This is an optimization exercise on Yosys and OpenROAD, whose aim is small area, not a production implementation. Function was checked by simulation only, so behaviour that the tests miss may differ from the original. Power is estimated from default activity; no workload was simulated.

==> flow/design.v <==
module yuv_line_ram #(
parameter AW = 6
)
(
input  wire          clka,
input  wire          ena,
input  wire [0:0]    wea,
input  wire [10:0]   addra,
input  wire [31:0]   dina,
input  wire          clkb,
input  wire          enb,
input  wire [9:0]    addrb,
output reg  [63:0]   doutb
);
reg [31:0] mem [0:(1<<AW)-1];
reg [63:0] q;
always @(posedge clka)
begin
    if (ena && wea[0])
        mem[addra[AW-1:0]] <= dina;
end
always @(posedge clkb)
begin
    if (enb)
        q <= {mem[{addrb[AW-2:0],1'b1}], mem[{addrb[AW-2:0],1'b0}]};
    doutb <= q;
end
endmodule
`timescale 1ns / 1ps
module YUV_2xy_scaler #(
parameter pix_per_clock     = 1,
parameter data_width        = 8,
parameter scaler_rate       = 2,
parameter out_pix_per_clock = 4,
parameter h_total           = 64,
parameter v_total           = 16
)
(
input wire clk_in                                   ,
input wire reset                                    ,
input wire[23:0] rdata                              ,
input wire rlast                                    ,
output reg rready                                   ,
input wire ruser                                    ,
input wire rvalid                                   ,
output reg[63:0] tdata                              ,
output reg tlast                                    ,
input wire tready                                   ,
output reg tuser                                    ,
output reg tvalid                                   
);
always @ (posedge clk_in)
begin
    rready <= tready;
end
reg[23:0]   rdata_pre   [2:0];
reg         rlast_pre   [2:0];
reg         ruser_pre   [2:0];   
reg         rvalid_pre  [2:0];
always @ (posedge clk_in)
begin
    rdata_pre[0]    <= rdata;
    rlast_pre[0]    <= rlast;
    ruser_pre[0]    <= ruser;
    rvalid_pre[0]   <= rvalid;
end
genvar i;
generate
for (i=1; i<=2; i=i+1)
    begin
        always @ (posedge clk_in)
            begin
                rdata_pre[i]    <= rdata_pre[i-1];
                rlast_pre[i]    <= rlast_pre[i-1];
                ruser_pre[i]    <= ruser_pre[i-1];
                rvalid_pre[i]   <= rvalid_pre[i-1];
            end
        end
endgenerate
reg         rst_in;
reg         rst_in_dly1;
reg         rst_in_dly2;
always @ (posedge clk_in or posedge reset)
begin
    if (reset)
        rst_in_dly1    <= 1'b1;
    else
        rst_in_dly1    <= 1'b0;
end
always @ (posedge clk_in)
begin
    rst_in_dly2    <= rst_in_dly1;
    rst_in         <= rst_in_dly2 || ruser;
end
reg[23:0]       rdata_dly1;
reg[23:0]       rdata_dly2;
reg[31:0]       data_pre;
reg[7:0]        Y;
reg             rlast_dly1;
reg             rlast_dly2;
reg             ruser_dly1;
reg             ruser_dly2;
reg             rvalid_dly1;
reg             rvalid_dly2;
reg[15:0]       h_cnt;
reg[15:0]       v_cnt;
reg[5:0]        h_subcnt;
reg             h_subcnt_en;
reg             h_subcnt4_dly       ;
reg[15:0]       w_addr;
always @ (posedge clk_in)
begin
    rlast_dly1      <= rlast_pre[2];
    rlast_dly2      <= rlast_dly1;
    h_subcnt4_dly   <= h_subcnt[4];
    ruser_dly1      <= ruser_pre[2];
    ruser_dly2      <= ruser_dly1;
end
always @ (posedge clk_in)
begin
    if (rst_in)
        h_cnt   <= 16'd0;
    else if ({h_subcnt4_dly,h_subcnt[4]} == 2'b01)
        h_cnt   <= 16'd0;
    else if (rvalid_pre[2] || rvalid_dly1)
        h_cnt   <= h_cnt + 1'b1;
    else
        h_cnt   <= h_cnt;
end
always @ (posedge clk_in)
begin
    if (rst_in)
        v_cnt   <= 16'd0;
    else if ({ruser_dly2,ruser_dly1} == 2'b10)
        v_cnt   <= 16'd0;
    else if ({h_subcnt4_dly,h_subcnt[4]} == 2'b01)
        v_cnt   <= v_cnt + 1'b1;
    else
        v_cnt   <= v_cnt;
end
always @ (posedge clk_in)
begin
    if (rst_in)
        h_subcnt_en <= 1'd0;
    else if (h_subcnt[5])
        h_subcnt_en <= 1'b0;
    else if ({rlast_dly2,rlast_dly1} == 2'b01)
        h_subcnt_en <= 1'b1;
    else
        h_subcnt_en <= h_subcnt_en;
end
always @ (posedge clk_in)
begin
    if (rst_in)
        h_subcnt   <= 6'd0;
    else if (h_subcnt_en)
        h_subcnt   <= h_subcnt + 1'b1;
    else
        h_subcnt   <= 6'd0;
end
always @ (posedge clk_in)
begin
    if (rst_in)
        rvalid_dly1 <= 1'b0;
    else if (w_addr == h_total - 2'd3)
        rvalid_dly1 <= 1'b1;
    else
        rvalid_dly1 <= rvalid_pre[2];
end
always @ (posedge clk_in)
begin
    if (rst_in)
        rvalid_dly2 <= 1'b0;
    else if (rvalid_dly1 && h_cnt != 16'd1)
        rvalid_dly2 <= 1'b1;
    else
        rvalid_dly2 <= 1'b0;
end
always @ (posedge clk_in)
begin
    rdata_dly1  <= rdata_pre[2];
    rdata_dly2  <= rdata_dly1;
end
always @ (posedge clk_in) 
begin
    if(rst_in)
        Y <= 8'd0;
    else
        if (rvalid_pre[2])
            Y   <= (rdata_pre[2][7:0] >> 1) + (rdata_dly1[7:0] >> 1);
        else
            Y   <= Y;
end
always @ (posedge clk_in) 
begin
    if (rst_in)    
        data_pre <= 32'd0;
    else
        if (rvalid_dly1)
            data_pre <= {rdata_dly2[23:16],Y[7:0],rdata_dly2[15:0]};
        else
            data_pre <= 32'd0;
end
always @ (posedge clk_in)
begin
    if (rst_in)
        w_addr  <= 16'd0;
    else if ({h_subcnt4_dly,h_subcnt[4]} == 2'b01)
        w_addr  <= 16'd0;
    else if (rvalid_dly2)
        w_addr  <= w_addr + 1'b1;
    else
        w_addr  <= w_addr;
end
reg[2:0]    ena_sw;
always @ (posedge clk_in) 
begin
    if (rst_in)
        ena_sw  <= 3'd0;    
    else
        case (v_cnt%3)
            0: 
                begin
                    ena_sw[0] <= 1'b1;
                    ena_sw[1] <= 1'b0;
                    ena_sw[2] <= 1'b0;
                end
            1:
                begin
                    ena_sw[0] <= 1'b0;
                    ena_sw[1] <= 1'b1;
                    ena_sw[2] <= 1'b0;
                end
            2: 
                begin
                    ena_sw[0] <= 1'b0;
                    ena_sw[1] <= 1'b0;
                    ena_sw[2] <= 1'b1;
                end
            default: 
                begin
                    ena_sw[0] <= 1'b0;
                    ena_sw[1] <= 1'b0;
                    ena_sw[2] <= 1'b0;
                end
        endcase
end
reg         rd_last;
reg         rd_last_dly1;
reg         rd_last_dly2;
reg[15:0]   rd_cnt;
reg[2:0]    bram_sw;
always @ (posedge clk_in)
begin
    if (rst_in)
        bram_sw <= 3'd0;
    else if ({h_subcnt4_dly,h_subcnt[4]} == 2'b01)
        case (v_cnt%3)
            0: bram_sw[0]   <= 1'b1;
            1: bram_sw[1]   <= 1'b1;
            2: bram_sw[2]   <= 1'b1;
            default: bram_sw    <= 3'd0;
        endcase
    else if ({rd_last_dly2,rd_last_dly1} == 2'b10)
        case (rd_cnt%6)
            1: bram_sw[0]   <= 1'b0;
            3: bram_sw[1]   <= 1'b0;
            5: bram_sw[2]   <= 1'b0;
            default: bram_sw    <= bram_sw;
        endcase
    else
        bram_sw <= bram_sw;
end
always @ (posedge clk_in)
begin
    if (rst_in)
        rd_cnt  <= 16'd0;
    else if (rd_cnt > (v_total << 1))
        rd_cnt  <= 16'd0;
    else if ({rd_last_dly2,rd_last_dly1} == 2'b10) 
        rd_cnt  <= rd_cnt + 1'b1;
    else
        rd_cnt  <= rd_cnt;
end
localparam  RD_IDLE         = 3'd0;
localparam  RD_READ0c       = 3'd1;      
localparam  RD_READ1c       = 3'd2;      
localparam  RD_READ2c       = 3'd3;      
localparam  RD_READ0s       = 3'd4;      
localparam  RD_READ1s       = 3'd5;      
localparam  RD_READ2s       = 3'd6;      
reg[2:0]    rd_state;
reg[2:0]    rd_state_dly;
always @ (posedge clk_in)
begin
    if (rst_in)
        rd_state    <= RD_IDLE;
    else
        case (rd_state)
            RD_IDLE :   
                begin
                    if (rd_cnt == v_total << 1)          
                        case (v_total%3)
                            0:  rd_state    <= RD_READ2s;
                            1:  rd_state    <= RD_READ0s;
                            2:  rd_state    <= RD_READ1s;
                            default: rd_state   <= RD_IDLE;
                        endcase
                    else if ({h_subcnt[5:4]} == 2'b10)
                        begin
                            case (bram_sw)
                                3'b001: rd_state    <= RD_READ0c;
                                3'b010: rd_state    <= RD_READ1c;
                                3'b100: rd_state    <= RD_READ2c;
                                default: rd_state   <= RD_IDLE;
                            endcase
                        end
                    else
                        rd_state    <= RD_IDLE;
                end
            RD_READ0c:   
                begin
                    if ({rd_last_dly2,rd_last_dly1} == 2'b10)
                        rd_state    <= RD_READ0s;
                    else
                        rd_state    <= RD_READ0c;
                end
            RD_READ1c:
                begin
                    if ({rd_last_dly2,rd_last_dly1} == 2'b10)
                        rd_state    <= RD_READ1s;
                    else
                        rd_state    <= RD_READ1c;
                end   
            RD_READ2c:
                begin
                    if ({rd_last_dly2,rd_last_dly1} == 2'b10)
                        rd_state    <= RD_READ2s;
                    else
                        rd_state    <= RD_READ2c;
                end
            RD_READ0s:
                begin
                    if ({rd_last_dly2,rd_last_dly1} == 2'b10)
                        rd_state    <= RD_IDLE;
                    else
                        rd_state    <= RD_READ0s; 
                end
            RD_READ1s:
                begin
                    if ({rd_last_dly2,rd_last_dly1} == 2'b10)
                        rd_state    <= RD_IDLE;
                    else
                        rd_state    <= RD_READ1s; 
                end
            RD_READ2s:
                begin
                    if ({rd_last_dly2,rd_last_dly1} == 2'b10)
                        rd_state    <= RD_IDLE;
                    else
                        rd_state    <= RD_READ2s;
                end
            default: rd_state   <= RD_IDLE;
        endcase
end
always @ (posedge clk_in)
begin
    rd_state_dly    <= rd_state;
end
reg[9:0]    r_addr;
reg         enb0;
reg         enb1;
reg         enb2;
always @ (posedge clk_in)
begin
    if (rst_in)
        r_addr  <= 10'd0;
    else if (rd_state == RD_IDLE)
        r_addr  <= 10'd0;
    else if (rd_state_dly != rd_state)
        r_addr  <= 10'd0;
    else if (enb0 || enb1 || enb2)
        r_addr  <= r_addr + 1'b1;
    else
        r_addr  <= r_addr;
end
always @ (posedge clk_in) 
begin
    if (rst_in)
        begin
            enb0    <= 1'b0;
            enb1    <= 1'b0;
            enb2    <= 1'b0;
        end
    else if (r_addr <= (h_total >> 1))
        case (rd_state)
            RD_IDLE:
                begin
                    enb0    <= 1'b0;
                    enb1    <= 1'b0;
                    enb2    <= 1'b0;
                end
            RD_READ0c:
                begin
                    enb0    <= 1'b1;
                    enb1    <= 1'b0;
                    enb2    <= 1'b1;
                end 
            RD_READ1c:
                begin
                    enb0    <= 1'b1;
                    enb1    <= 1'b1;
                    enb2    <= 1'b0;
                end
            RD_READ2c:
                begin
                    enb0    <= 1'b0;
                    enb1    <= 1'b1;
                    enb2    <= 1'b1;
                end
            RD_READ0s:
                begin
                    enb0    <= 1'b1;
                    enb1    <= 1'b0;
                    enb2    <= 1'b0;
                end
            RD_READ1s:
                begin
                    enb0    <= 1'b0;
                    enb1    <= 1'b1;
                    enb2    <= 1'b0;
                end
            RD_READ2s: 
                begin
                    enb0    <= 1'b0;
                    enb1    <= 1'b0;
                    enb2    <= 1'b1;
                end
            default: 
                begin
                    enb0    <= 1'b0;
                    enb1    <= 1'b0;
                    enb2    <= 1'b0;
                end
        endcase
    else
        begin
            enb0    <= 1'b0;
            enb1    <= 1'b0;
            enb2    <= 1'b0;
        end
end
wire[63:0]      doutb0;
wire[63:0]      doutb1;
wire[63:0]      doutb2;
reg[63:0]       tdata_pre;
reg             tvalid_pre;
yuv_line_ram #(.AW(6)) u0 (
  .clka(clk_in),     
  .ena(ena_sw[0]),       
  .wea(rvalid_dly2),       
  .addra(w_addr[10:0]),   
  .dina(data_pre),     
  .clkb(clk_in),     
  .enb(enb0),       
  .addrb(r_addr),   
  .doutb(doutb0)   
);
yuv_line_ram #(.AW(6)) u1 (
  .clka(clk_in),     
  .ena(ena_sw[1]),       
  .wea(rvalid_dly2),       
  .addra(w_addr[10:0]),   
  .dina(data_pre),     
  .clkb(clk_in),     
  .enb(enb1),       
  .addrb(r_addr),   
  .doutb(doutb1)   
);
yuv_line_ram #(.AW(6)) u2 (
  .clka(clk_in),     
  .ena(ena_sw[2]),       
  .wea(rvalid_dly2),       
  .addra(w_addr[10:0]),   
  .dina(data_pre),     
  .clkb(clk_in),     
  .enb(enb2),       
  .addrb(r_addr),   
  .doutb(doutb2)   
);
always @ (posedge clk_in)
begin
    if (rst_in)
        tdata_pre   <= 64'd0;
    else
        case (rd_state)
            RD_IDLE:
                begin
                    tdata_pre   <= 64'd0;
                end
            RD_READ0c:
                begin
                    tdata_pre   <= (doutb0 >> 1) + (doutb2 >>1);
                end
            RD_READ0s:
                begin
                    tdata_pre   <= doutb0;
                end
            RD_READ1c:
                begin
                    tdata_pre   <= (doutb0 >> 1) + (doutb1 >>1);
                end
            RD_READ1s:
                begin
                    tdata_pre   <= doutb1;
                end
            RD_READ2c:
                begin
                    tdata_pre   <= (doutb1 >> 1) + (doutb2 >>1);
                end
            RD_READ2s: 
                begin
                    tdata_pre   <= doutb2;
                end
            default: 
                begin
                    tdata_pre   <= 64'd0;
                end
        endcase
end
always @ (posedge clk_in) 
begin
    if (rst_in)
        rd_last   <= 1'b0;
    else if (r_addr == (h_total >> 1))
        rd_last   <= 1'b1;
    else
        rd_last   <= 1'b0;
end
always @ (posedge clk_in)
begin
    rd_last_dly1    <= rd_last;
    rd_last_dly2    <= rd_last_dly1; 
end
always @ (posedge clk_in) 
begin
    if (rst_in)
        tdata   <= 64'd0;
    else if (rd_cnt >= 16'd1 && rd_cnt <= (v_total << 1))
        tdata   <= tdata_pre;
    else
        tdata   <= 64'd0;    
end
always @ (posedge clk_in)
begin
    if (rst_in)
        tuser   <= 1'b0;
    else if (rd_cnt == 16'd1 && r_addr == 16'd3)
        tuser   <= 1'b1; 
    else
        tuser   <= 1'b0;
end
always @ (posedge clk_in)
begin
    if (rst_in)
        tlast   <= 1'b0;
    else if (rd_cnt >= 1'b1)
        tlast   <= rd_last_dly1;
    else
        tlast   <= 1'b0;
end
always @ (posedge clk_in)
begin
    if (rst_in)
        tvalid_pre  <= 1'b0;
    else if (rd_cnt >= 16'd1 && r_addr >= 16'd2)
        tvalid_pre  <= enb0 || enb1 || enb2;
    else
        tvalid_pre  <= 1'b0;
end
always @ (posedge clk_in) 
begin
    tvalid  <= tvalid_pre;    
end
endmodule
==> flow/run.sh <==
#!/bin/bash
# synth_recipe.tcl (not shown) runs the flow's synth.tcl, then flattens the netlist and writes it again
# the make line also repeats each setting of config.mk as NAME=value (left out here)
make -C /OpenROAD-flow-scripts/flow DESIGN_CONFIG=/design/flow/config.mk WORK_HOME=/design/flow/orfs CLKGATE_MAP_FILE= SYNTH_SCRIPT=/design/flow/synth_recipe.tcl finish
==> flow/config.mk <==
export PLATFORM = sky130hd
export DESIGN_NAME = YUV_2xy_scaler
export DESIGN_NICKNAME = YUV_2xy_scaler
export VERILOG_FILES = /design/flow/design.v
export SDC_FILE = /design/flow/constraint.sdc
export NUM_CORES = 4
export LEC_CHECK = 0
export CAP_MARGIN = 20
export CORE_MARGIN = 2
export CORE_UTILIZATION = 40
export SLEW_MARGIN = 20
==> flow/constraint.sdc <==
create_clock -name core_clock -period 8.0 [get_ports {clk_in}]
set_input_delay 1.6000 -clock core_clock [delete_from_list [all_inputs] [get_ports {clk_in}]]
set_output_delay 1.6000 -clock core_clock [all_outputs]
set_load 0.01 [all_outputs]
==> impl_results.md <==
* Outcome: no timing/DRC/antenna violations
* CP max FO at 10
* Fmax at between 0.1 and 0.15 GHz
* Dpl ws at 0.348 ns
* Core Util, Final at roughly 46%
* Post-synthesis cell type count at ~130
* Overflow after GRT at 0
* Routed WL per cell at about 32 um
* Vias after detailed routing at 129600
* Post-synthesis sequential area ratio at approximately 76%
* Die ar. at between 0.6 and 0.7 mm2
* Nets at about 13000
* Final Hold Fails at 0
* Vias per cell at 5.76
* RSZ-0062 raised after global routing: no
* CP peak stage delay at 0.51 ns
* Clock slew at reported path FFs at around 0.060 ns
* Root Buffer: clkbuf_16
* Die Ht at a little over 800 um
* Proportion of layout cells with a drive suffix above 1 at roughly 29%
* Synth-to-layout area growth at 14.1%
* Total CTS buffers at 704
* Worst path arrival time at around 8.5 ns
* Switching power at between 10000 and 15000 uW
* Setup crit end: bram_sw[1]$_SDFFE_PP0P_
* Worst skew pair latency at between 1 and 1.5 ns
* Detailed Route WL at about 710 mm
* First-pass GRT wire length at between 900 and 1000 mm
* Vias in the first global route at around 130k
* Rows at 300
* PwrDens at roughly 230 mW/mm2
* HP Class: reg -> reg
* Reg-to-Reg End: bram_sw[1]$_SDFFE_PP0P_
* IO buf count at 97
* Reg2reg path depth at 28
* Relative slew slack at between 8 and 9%
* Period utilization at 94.1%
* Worst path required time at 8.98 ns
* Final setup fails at 0
* Global Route Usage Sum at between 20 and 25%
* Max-slew violation count at 0
* H-tree level count at 6
* I/O pin count at slightly below 100
* Die W at ~820 um
* Synth async-reset ratio at less than 1%
* Design area at a little over 0.3 mm2
* Synth warn at 6
* DRT Pass-1 Iters at 8
* EDFF count, synth at 6336
* Sw Share at approximately 20%
* R2R Setup Slk at between 0.4 and 0.5 ns
* Largest net degree at the start of global routing at 162
* Synth Cell Area at around 0.27 mm2
* Startpoint Class: register
* HPWL Detailed at around 390 mm
* Register bit total from synthesis at just under 7000
* Flop pwr share at a little over half
* Worst hold start: rdata_pre[1][18]$_DFF_P_
* Pleak at roughly 0.11 uW
* Hold buffers post-CTS at 0
* Placement-stage cell area at ~0.28 mm2
* Fin crit period at between 7 and 8 ns
* CTS Sinks at 6939
* Max layer used: met5
* Met2 WL at about 340 mm
* Max-cap violations at 0
* Crit path max-delay cell type: mux4_2
* Initial Util at around two fifths
* Kind of critical path: reg -> reg
* Met3 WL at roughly 50 mm
* Total power at about 72000 uW
* Cell count after synthesis at roughly 12000
* Slew @ Worst Pin at around 1.4 ns
* Core ar. at 0.667 mm2
* Internal Pwr Total at 57400 uW
* ANT nets after route at 0
* FF-to-FF Start: v_cnt[14]$_SDFFE_PP0P_
* DRC at 0
* DRT iter0 DRCs at ~17000
* GP Congestion at between 0.8 and 0.9
* Syn Area/Cell at approximately 22 um2
* Initial antenna violation count at 62
* Portion of total power attributed to combinational logic at 0.5%
* CP startpoint: v_cnt[14]$_SDFFE_PP0P_
* Setup TNS at 0 ns
* Longest Clk Path Bufs at 4
* Predominant post-synthesis flop cell: edfxtp_1
* Wl on met1 at 299 mm
* Final setup margin at approximately 0.47 ns
* TritonCTS clock tree: built
* Clock power frac at roughly 45%
* Crit. End Element: register
* Setup Skew at 0.0938 ns
* Worst VDD drop at slightly above 200 uV
## state kept, by name (all words and copies together) (netlist names), 24 cells and up
| register | flops |
|---|---|
| u1.doutb | 64 |
| u2.doutb | 64 |
| u2.q | 64 |
| u0.mem | 2048 |
| rdata_dly1 | 24 |
| rdata_pre | 72 |
| tdata | 64 |
| u0.q | 64 |
| u0.doutb | 64 |
| u1.mem | 2048 |
| rdata_dly2 | 24 |
| u1.q | 64 |
| u2.mem | 2048 |
| tdata_pre | 64 |
| data_pre | 32 |
## cells by family after synthesis
kind of cell,Yosys count,share of synthesized area (%)
AO/OA/AOI/OAI,826,2.13
XOR/XNOR,195,0.638
adder cells (fa/ha/maj),155,0.732
buffers and inverters,706,1.01
flip-flops,6939,75.5
multiplexers,2277,17.6
other,1,0.00140
AND/OR/NAND/NOR,1313,2.36
## routing by layer
| metal | track usage [%] | vias up |
|---|---|---|
| met2 | 33.3 | 5134 |
| met5 | 0 | - |
| met3 | 2.80 | 899 |
| li1 | - | 53067 |
| met1 | 29.5 | 70496 |
| met4 | 4.92 | 4 |
## timing repair
| action | in CTS | in global routing |
|---|---|---|
| setup buffers | 0 | 1 |
| endpoints found under the setup margin | 0 | 6 |
| resized for setup | 0 | 9 |
## metrics by stage
stage,hold WS (ns),cells
2_1_floorplan,0.310,12422
3_3_place_gp,0.310,21191
3_5_place_dp,0.312,21191
4_1_cts,0.285,22482
5_1_grt,0.299,22491
6_report,0.303,22504
## Yosys cell counts (77+ instances only)
cell type | n | share of area, %
a21oi_1 | 199 | 0.37
and2_1 | 119 | 0.28
buf_1 | 137 | 0.19
clkbuf_1 | 471 | 0.66
dfxtp_1 | 602 | 4.5
edfxtp_1 | 6336 | 71
ha_1 | 152 | 0.71
inv_1 | 77 | 0.11
mux2_2 | 261 | 1.1
mux2i_1 | 90 | 0.34
mux4_2 | 1921 | 16
nand2_1 | 315 | 0.44
nor2_1 | 460 | 0.64
o21ai_0 | 166 | 0.31
xnor2_1 | 119 | 0.39
## worst min path at each step
stage                               endpoint  slack, ns  cells after the start
CTS                      u1.doutb[9]$_DFF_P_       0.28                      0
global route             u1.doutb[9]$_DFF_P_       0.30                      0
finish              rdata_pre[2][18]$_DFF_P_       0.30                      0
floorplan               rd_last_dly1$_DFF_P_       0.31                      0
detailed placement    rdata_dly1[11]$_DFF_P_       0.31                      0
global placement      rdata_dly1[11]$_DFF_P_       0.31                      0
## cell usage in the layout, fill, tap and decap left out, types with 33 or more instances in the layout
cell                n
xnor2_1           119
ha_1              152
buf_12             46
nor2b_1            46
xor2_1             75
mux2_2            261
nor3_1             48
clkdlybuf4s50_1    97
bufinv_16          43
nand3_1            76
nand2b_1           38
a21oi_1           199
clkbuf_1          150
dfxtp_4            43
clkinv_1          151
clkbuf_8           33
clkbuf_16         715
clkinv_2          117
or3_1              33
mux2i_1            89
edfxtp_1         6336
mux4_2           1921
a21o_1             67
a22oi_1            46
buf_4             342
nand2_1           312
o21ai_0           166
nor2_4            192
and2_1            116
nor2_1            264
dfxtp_1           557
o211ai_1           34
inv_1              77
## worst max-delay path: cells and delay by family, from the launching register on
family | cells | cell delay (ns)
adders and majority gates | 3 | 0.87
muxes | 3 | 1.02
DFF | 1 | 0.46
AOI/OAI and AO/OA | 14 | 3.33
and+or+nand+nor | 8 | 1.68
## power groups by stage
stage,Combinational (uW),Clock [uW],Sequential [uW]
6_report,365,32300,39100
5_1_grt,398,34300,39100
4_1_cts,362,32900,39100
3_5_place_dp,361,0,39900
3_3_place_gp,358,0,39900
2_1_floorplan,221,0,39900
## final cells by class
class                   instances  area [um2]
multi-input cells            4777       64500
flip-flops and latches       6939      203000
clock inverters               391        3810
fillers                     55275      362000
diodes                         19        47.5
inverters                      82         308
clock buffers                 900       18900
repair buffers                487        4510
well taps                    8909       11100

-- afterwards: timing with drivers on the ports --
Ports are ideal in the flow. The routed layout listed here was re-timed in OpenROAD.
Step 1: set_driving_cell puts a clkbuf_16 on clk_in and a buf_2 on each other input, an assumption about the parent block.
Step 2, shift: input delay + t, output delay - t, t = (earliest + latest rising clock arrival at the registers) / 2. This alone moves slack from input paths to output paths.
Three values: ideal, step 1, step 2; two values: the first two.
t (ns): 1.240
slack for setup (ns): 0.470 / 0.470 / 0.470
worst hold slack (ns): 0.303 / 0.303 / 0.303
After both steps this run still meets setup and hold. For this run, drivers alone change the setup slack by 0.000 ns; drivers and shift together by 0.000 ns.
